Context: an optimization exercise on an open-source flow, tuned for small area and a short achievable clock period. The choices shown serve that exercise and are no tape-out recipe. At most, simulation tests tie the RTL to the original design; equivalence was not proved. Power is estimated from default activity; no workload was simulated.

## orange
==> flow/design.v <==
module alu_prep (
        input  logic [11:0] b_in,
        input  logic        carry_in,
        input  logic [2:0]  func_code,
        output logic [11:0] bx,
        output logic        cx
    );
    wire sub   = (func_code == 6'd1);
    wire arith = (func_code[2:1] == 2'b00);
    assign bx = b_in ^ {12{sub}};
    assign cx = arith & (carry_in ^ sub);
endmodule
module alu_dec (
        input  logic [2:0] func_code,
        input  logic [3:0] n,
        output logic       sub,
        output logic       arith,
        output logic       sel_p,
        output logic       sel_g,
        output logic       sel_n,
        output logic [3:0] s1,
        output logic [2:0] s2
    );
    assign sub   = (func_code == 6'd1);
    assign arith = (func_code[2:1] == 2'b00);
    assign sel_p = arith | (func_code == 6'd4) | (func_code == 6'd6);
    assign sel_g = (func_code == 6'd5) | (func_code == 6'd6);
    assign sel_n = (func_code == 6'd7);
    wire rot = (func_code[2:1] == 2'b01);
    logic [3:0] m;
    always_comb begin
        if (n >= 4'd12) m = 4'd0;
        else if (func_code[0] && n != 4'd0) m = 4'd12 - n;
        else m = n;
    end
    wire rot_zero = n[3] & n[2] & (n[1] | n[0]);
    assign s1 = 4'b0001 << m[1:0];
    assign s2 = (rot && !rot_zero) ? (3'b001 << m[3:2]) : 3'b000;
endmodule
module alu_pg (
        input  logic a,
        input  logic b,
        input  logic arith,
        output logic p,
        output logic g,
        output logic gk
    );
    assign p  = a ^ b;
    assign g  = a & b;
    assign gk = g & arith;
endmodule
module alu_carry (
        input  logic [11:0] g,
        input  logic [11:0] p,
        input  logic        c0,
        output logic [12:0] carry
    );
    wire [12:0] gl [0:4];
    wire [12:0] pl [0:4];
    assign gl[0] = {g, c0};
    assign pl[0] = {p, 1'b0};
    genvar l, i;
    generate
        for (l = 0; l < 4; l++) begin : lvl
            for (i = 0; i < 13; i++) begin : pos
                if (i >= (1 << l)) begin : merge
                    assign gl[l+1][i] = gl[l][i] | (pl[l][i] & gl[l][i - (1 << l)]);
                    assign pl[l+1][i] = pl[l][i] & pl[l][i - (1 << l)];
                end else begin : pass
                    assign gl[l+1][i] = gl[l][i];
                    assign pl[l+1][i] = pl[l][i];
                end
            end
        end
    endgenerate
    assign carry = gl[4];
endmodule
module alu_mux4 (
        input  logic [3:0] d,
        input  logic [3:0] s,
        output logic       y
    );
    assign y = |(d & s);
endmodule
module alu_out (
        input  logic       p,
        input  logic       g,
        input  logic       a,
        input  logic       carry,
        input  logic       sel_p,
        input  logic       sel_g,
        input  logic       sel_n,
        input  logic [2:0] y,
        input  logic [2:0] s2,
        output logic       r
    );
    wire q = (p & sel_p) | (g & sel_g) | (~a & sel_n) | (|(y & s2));
    assign r = q ^ carry;
endmodule
module alu_equ (
        input  logic [11:0] p,
        input  logic        sub,
        output logic        equ
    );
    assign equ = sub ? (&p) : ~(|p);
endmodule
module alu (
        input logic [11:0] a_in,
        input logic [11:0] bx,
        input logic cx,
        input logic [2:0] func_code,
        output logic [11:0] a_out,
        output logic carry_out,
        output logic equ_out,
        output logic overflow_out
    );
    wire sub, arith, sel_p, sel_g, sel_n;
    wire [3:0] s1;
    wire [2:0] s2;
    alu_dec dec (
        .func_code(func_code), .n(bx[3:0]), .sub(sub), .arith(arith),
        .sel_p(sel_p), .sel_g(sel_g), .sel_n(sel_n), .s1(s1), .s2(s2)
    );
    wire [11:0] p, g, gk, y;
    wire [12:0] carry;
    genvar i;
    generate
        for (i = 0; i < 12; i++) begin : bit_pg
            alu_pg pg (.a(a_in[i]), .b(bx[i]), .arith(arith), .p(p[i]), .g(g[i]), .gk(gk[i]));
            alu_mux4 m1 (
                .d({a_in[(i + 9) % 12], a_in[(i + 10) % 12], a_in[(i + 11) % 12], a_in[i]}),
                .s(s1), .y(y[i])
            );
        end
    endgenerate
    alu_carry adder (.g(gk), .p(p), .c0(cx), .carry(carry));
    generate
        for (i = 0; i < 12; i++) begin : bit_out
            alu_out o (
                .p(p[i]), .g(g[i]), .a(a_in[i]), .carry(carry[i]),
                .sel_p(sel_p), .sel_g(sel_g), .sel_n(sel_n),
                .y({y[(i + 4) % 12], y[(i + 8) % 12], y[i]}), .s2(s2), .r(a_out[i])
            );
        end
    endgenerate
    alu_equ equ (.p(p), .sub(sub), .equ(equ_out));
    assign carry_out = carry[12] ^ sub;
    assign overflow_out = arith & ~p[11] & (carry[11] ^ a_in[11]);
endmodule
module alu_top (
        input  logic        clk,
        input  logic [11:0] a_in,
        input  logic [11:0] b_in,
        input  logic        carry_in,
        input  logic [2:0]  func_code,
        output logic [11:0] a_out,
        output logic        carry_out,
        output logic        equ_out,
        output logic        overflow_out
    );
    logic [11:0] a_q, b_q;
    logic        carry_q;
    logic [2:0]  func_q;
    wire  [11:0] bx;
    wire         cx;
    wire  [11:0] res;
    wire         res_carry, res_equ, res_overflow;
    alu_prep core_prep (
        .b_in(b_in),
        .carry_in(carry_in),
        .func_code(func_code),
        .bx(bx),
        .cx(cx)
    );
    always_ff @(posedge clk) begin
        a_q     <= a_in;
        b_q     <= bx;
        carry_q <= cx;
        func_q  <= func_code;
    end
    alu core_alu (
        .a_in(a_q),
        .bx(b_q),
        .cx(carry_q),
        .func_code(func_q),
        .a_out(res),
        .carry_out(res_carry),
        .equ_out(res_equ),
        .overflow_out(res_overflow)
    );
    always_ff @(posedge clk) begin
        a_out        <= res;
        carry_out    <= res_carry;
        equ_out      <= res_equ;
        overflow_out <= res_overflow;
    end
endmodule
==> flow/config.mk <==
export PLATFORM = sky130hd
export DESIGN_NAME = alu_top
export DESIGN_NICKNAME = alu_top
export VERILOG_FILES = /design/flow/design.v
export SDC_FILE = /design/flow/constraint.sdc
export NUM_CORES = 4
export LEC_CHECK = 0
export CAP_MARGIN = 20
export CORE_MARGIN = 2
export CORE_UTILIZATION = 40
export SLEW_MARGIN = 20
export SYNTH_HIERARCHICAL = 1
==> flow/constraint.sdc <==
create_clock -name core_clock -period 4.0 [get_ports {clk}]
set_input_delay 0.8000 -clock core_clock [delete_from_list [all_inputs] [get_ports {clk}]]
set_output_delay 0.8000 -clock core_clock [all_outputs]
set_load 0.01 [all_outputs]
standard.sh (not shown) runs the stock make flow with config.mk's settings and CLKGATE_MAP_FILE= SYNTH_SCRIPT=/design/flow/synth_recipe.tcl, a recipe that flattens the netlist after the stock synthesis.
==> flow/flow/run.sh <==
#!/bin/bash
# Own layout flow: the standard ORFS flow (standard.sh), unchanged synthesis,
# with the port buffers inserted as plain buffers (BUF_CELL) instead of the
# delay cells that buffer_ports picks by default. Each step's output goes to
# a log file in the work folder; ORFS's own logs stay under orfs/logs.
set -euo pipefail
BUF_CELL=${BUF_CELL:-sky130_fd_sc_hd__buf_1}
bash standard.sh synth > synth.log 2>&1
bash standard.sh "BUFFER_PORTS_ARGS=-buffer_cell $BUF_CELL" finish > layout.log 2>&1
Both conditions hold for orange: the flow ran to the end and the final layout passed the timing, design-rule and antenna checks.
What red does differently from orange at the input level:
Settings: setting SETUP_SLACK_MARGIN to 2.4 for the first time.
==> comparison <==
- Comparing weighted congestion reported at the end of routability-driven placement for red and orange, the bigger number came from red.
- Clock period minus worst slack: red vs orange down 0.41 ns
- Worst relative slew slack: red higher than orange
- The cell area after layout of red exceeds that of orange by 740 um^2.
- Diff orange..red | proportion of synthesized chip area in sequential cells | unchanged
- orange → red: signed area change from the synthesized netlist to the final layout has increased; total power has increased.
- red vs orange, data arrival time of the critical path went down by 0.46 ns.
No run of this note included a check of the RTL's function; only the layout flow was run.

alu_top, a different RTL version from the one above (not shown whole).
For scale: ~44 I/O pins, about 0.0025 mm^2 of cells after synthesis.
==> flow/design.v (excerpt) <==
module alu_top (
        input  logic        clk,
        input  logic [11:0] a_in,
        input  logic [11:0] b_in,
        input  logic        carry_in,
        input  logic [2:0]  func_code,
        output logic [11:0] a_out,
        output logic        carry_out,
        output logic        equ_out,
        output logic        overflow_out
    );
    wire  [11:0] x_d, y_d;
    wire         cn_d, sub_d, rot_d, equ_d;
    logic [11:0] x_q, y_q;
    logic        cn_q, sub_q, rot_q, equ_q;
    alu_pre pre (
        .a_in(a_in), .b_in(b_in), .carry_in(carry_in), .func_code(func_code),
        .x(x_d), .y(y_d), .cn(cn_d), .sub(sub_d), .rot(rot_d), .equ(equ_d)
    );
    always_ff @(posedge clk) begin
        x_q   <= x_d;
        y_q   <= y_d;
        cn_q  <= cn_d;
        sub_q <= sub_d;
        rot_q <= rot_d;
        equ_q <= equ_d;
    end
    wire [11:0] res;
    wire        res_carry, res_overflow;
    alu_post post (
        .x(x_q), .y(y_q), .cn(cn_q), .sub(sub_q), .rot(rot_q),
        .s(res), .carry_out(res_carry), .overflow_out(res_overflow)
    );
    always_ff @(posedge clk) begin
        a_out        <= res;
        carry_out    <= res_carry;
        equ_out      <= equ_q;
        overflow_out <= res_overflow;
    end
endmodule
==> flow/config.mk <==
export PLATFORM = sky130hd
export DESIGN_NAME = alu_top
export DESIGN_NICKNAME = alu_top
export VERILOG_FILES = /design/flow/design.v
export SDC_FILE = /design/flow/constraint.sdc
export NUM_CORES = 4
export LEC_CHECK = 0
export CAP_MARGIN = 20
export CORE_MARGIN = 2
export CORE_UTILIZATION = 40
export SETUP_SLACK_MARGIN = 1.9
export SLEW_MARGIN = 20
export SYNTH_HIERARCHICAL = 1
==> flow/constraint.sdc <==
create_clock -name core_clock -period 4.0 [get_ports {clk}]
set_input_delay 0.8000 -clock core_clock [delete_from_list [all_inputs] [get_ports {clk}]]
set_output_delay 0.8000 -clock core_clock [all_outputs]
set_load 0.01 [all_outputs]
==> flow/flow/run.sh <==
#!/bin/bash
# Own layout flow: the standard ORFS flow (standard.sh) with the standard
# synthesis unchanged, and two changes to the layout steps:
#  - before floorplanning, flow/downsize.tcl removes synthesis's buffers and
#    sets each logic cell to its smallest size, for the repair steps to
#    upsize where timing needs it;
#  - the port buffers are plain buffers (BUF_CELL) instead of the delay
#    cells that buffer_ports picks by default.
# Each step's output goes to a log file in the work folder; ORFS's own logs
# stay under orfs/logs.
set -euo pipefail
HERE=$(cd "$(dirname "$0")" && pwd)
BUF_CELL=${BUF_CELL:-sky130_fd_sc_hd__buf_1}
bash standard.sh synth > synth.log 2>&1
bash standard.sh "PRE_FLOORPLAN_TCL=$HERE/downsize.tcl" \
  "BUFFER_PORTS_ARGS=-buffer_cell $BUF_CELL" finish > layout.log 2>&1
==> flow/flow/downsize.tcl <==
# Before floorplanning: remove the buffers that synthesis inserted and set
# every combinational cell to the smallest library cell of the same function.
# The repair steps of the flow then buffer and upsize what the clock period
# needs. Registers keep their cells.
remove_buffers
set n_changed 0
foreach inst [[ord::get_db_block] getInsts] {
  set m [[$inst getMaster] getName]
  if {![regexp {^(sky130_fd_sc_hd__[a-z0-9]+)_([0-9]+)$} $m -> base drv]} { continue }
  if {[regexp {df|dl|sdf|edf|clk|conb|tap|fill|decap} $base]} { continue }
  set best ""
  set best_area 1e9
  foreach lc [get_lib_cells ${base}_*] {
    set name [get_name $lc]
    if {![regexp "^${base}_\[0-9\]+\$" $name]} { continue }
    if {[get_property $lc dont_use]} { continue }
    set a [get_property $lc area]
    if {$a < $best_area} { set best $name; set best_area $a }
  }
  if {$best ne "" && $best ne $m} {
    replace_cell [get_cells [$inst getName]] [get_lib_cells $best]
    incr n_changed
  }
}
puts "downsize: $n_changed cells changed"
Edit:
==> flow/flow/run.sh (replaced) <==
#!/bin/bash
# Own layout flow: the standard ORFS flow (standard.sh) with the standard
# synthesis unchanged, and these changes to the layout steps:
#  - before floorplanning, flow/downsize.tcl removes synthesis's buffers and
#    sets each logic cell to its smallest size, for the repair steps to
#    upsize where timing needs it;
#  - the port buffers are plain buffers (BUF_CELL) instead of the delay
#    cells that buffer_ports picks by default;
#  - clock tree synthesis adds no dummy loads (CTS_ARGS).
# Each step's output goes to a log file in the work folder; ORFS's own logs
# stay under orfs/logs.
set -euo pipefail
HERE=$(cd "$(dirname "$0")" && pwd)
BUF_CELL=${BUF_CELL:-sky130_fd_sc_hd__buf_1}
CTS="-sink_clustering_enable -repair_clock_nets -dont_use_dummy_load"
bash standard.sh synth > synth.log 2>&1
bash standard.sh "PRE_FLOORPLAN_TCL=$HERE/downsize.tcl" \
  "BUFFER_PORTS_ARGS=-buffer_cell $BUF_CELL" "CTS_ARGS=$CTS" finish > layout.log 2>&1
- SETUP_SLACK_MARGIN: 1.9 -> 2.0
=>
- sequential power barely changes
- total power decreases by 2.8%
- sequential share of layout area increases by 0.35 points
Edit:
==> flow/flow/run.sh (replaced) <==
#!/bin/bash
# Own layout flow: the standard ORFS flow (standard.sh) with the standard
# synthesis unchanged, and two changes to the layout steps:
#  - before floorplanning, flow/downsize.tcl removes synthesis's buffers and
#    sets each logic cell to its smallest size, for the repair steps to
#    upsize where timing needs it;
#  - the port buffers are plain buffers (BUF_CELL) instead of the delay
#    cells that buffer_ports picks by default.
# Each step's output goes to a log file in the work folder; ORFS's own logs
# stay under orfs/logs.
set -euo pipefail
HERE=$(cd "$(dirname "$0")" && pwd)
BUF_CELL=${BUF_CELL:-sky130_fd_sc_hd__buf_1}
bash standard.sh synth > synth.log 2>&1
bash standard.sh "PRE_FLOORPLAN_TCL=$HERE/downsize.tcl" \
  "BUFFER_PORTS_ARGS=-buffer_cell $BUF_CELL" finish > layout.log 2>&1
- SETUP_SLACK_MARGIN: 2.0 -> 2.1
Outcome:
- power climbs by about 14%
- clock skew falls by 11 ps
- register-to-register slack got worse by 40 ps
- clock power went up by 58%
- utilization went up by 1.8 points
Edit:
- SETUP_SLACK_MARGIN: 2.1 -> 2.0
After rerunning: Clock skew is higher by 3.9 ps. Worst setup slack degrades by 12 ps. Final area went down by 3.0%. Register-to-register slack is about the same.

what the ideal ports hide:
The results above use ideal ports. As a check the final layouts listed here were re-extracted and re-timed, cells and wires unchanged.
Step 1 sets driving cells, clkbuf_16 on the clock port and buf_2 on the other inputs (assumed; they add their load-dependent delay and slew).
Step 2, shift: input delay + t, output delay - t, t = (earliest + latest rising clock arrival at the registers) / 2. This alone moves slack from input paths to output paths.
Three values: ideal, step 1, step 2; two values: the first two.
| run | shift t [ns] | setup WS [ns] | worst hold slack (ns) |
|---|---|---|---|
| orange | 0.327 | 1.273 / 1.273 / 1.273 | 0.461 / 0.461 / 0.461 |
| red | 0.322 | 1.688 / 1.688 / 1.688 | 0.529 / 0.529 / 0.529 |
| the first run of note 2 | 0.315 | 2.018 / 2.022 / 1.707 | 0.349 / 0.349 / 0.349 |
| the second run of note 2 | 0.309 | 2.108 / 2.111 / 1.802 | 0.349 / 0.349 / 0.349 |
| the third run of note 2 | 0.313 | 2.160 / 2.165 / 1.852 | 0.331 / 0.331 / 0.331 |
| the fourth run of note 2 | 0.314 | 2.148 / 2.151 / 1.838 | 0.347 / 0.347 / 0.347 |
After both steps every run listed still meets setup and hold. For the first run of note 2, which loses most, drivers alone change the setup slack by +0.004 ns; drivers and shift together by -0.311 ns.
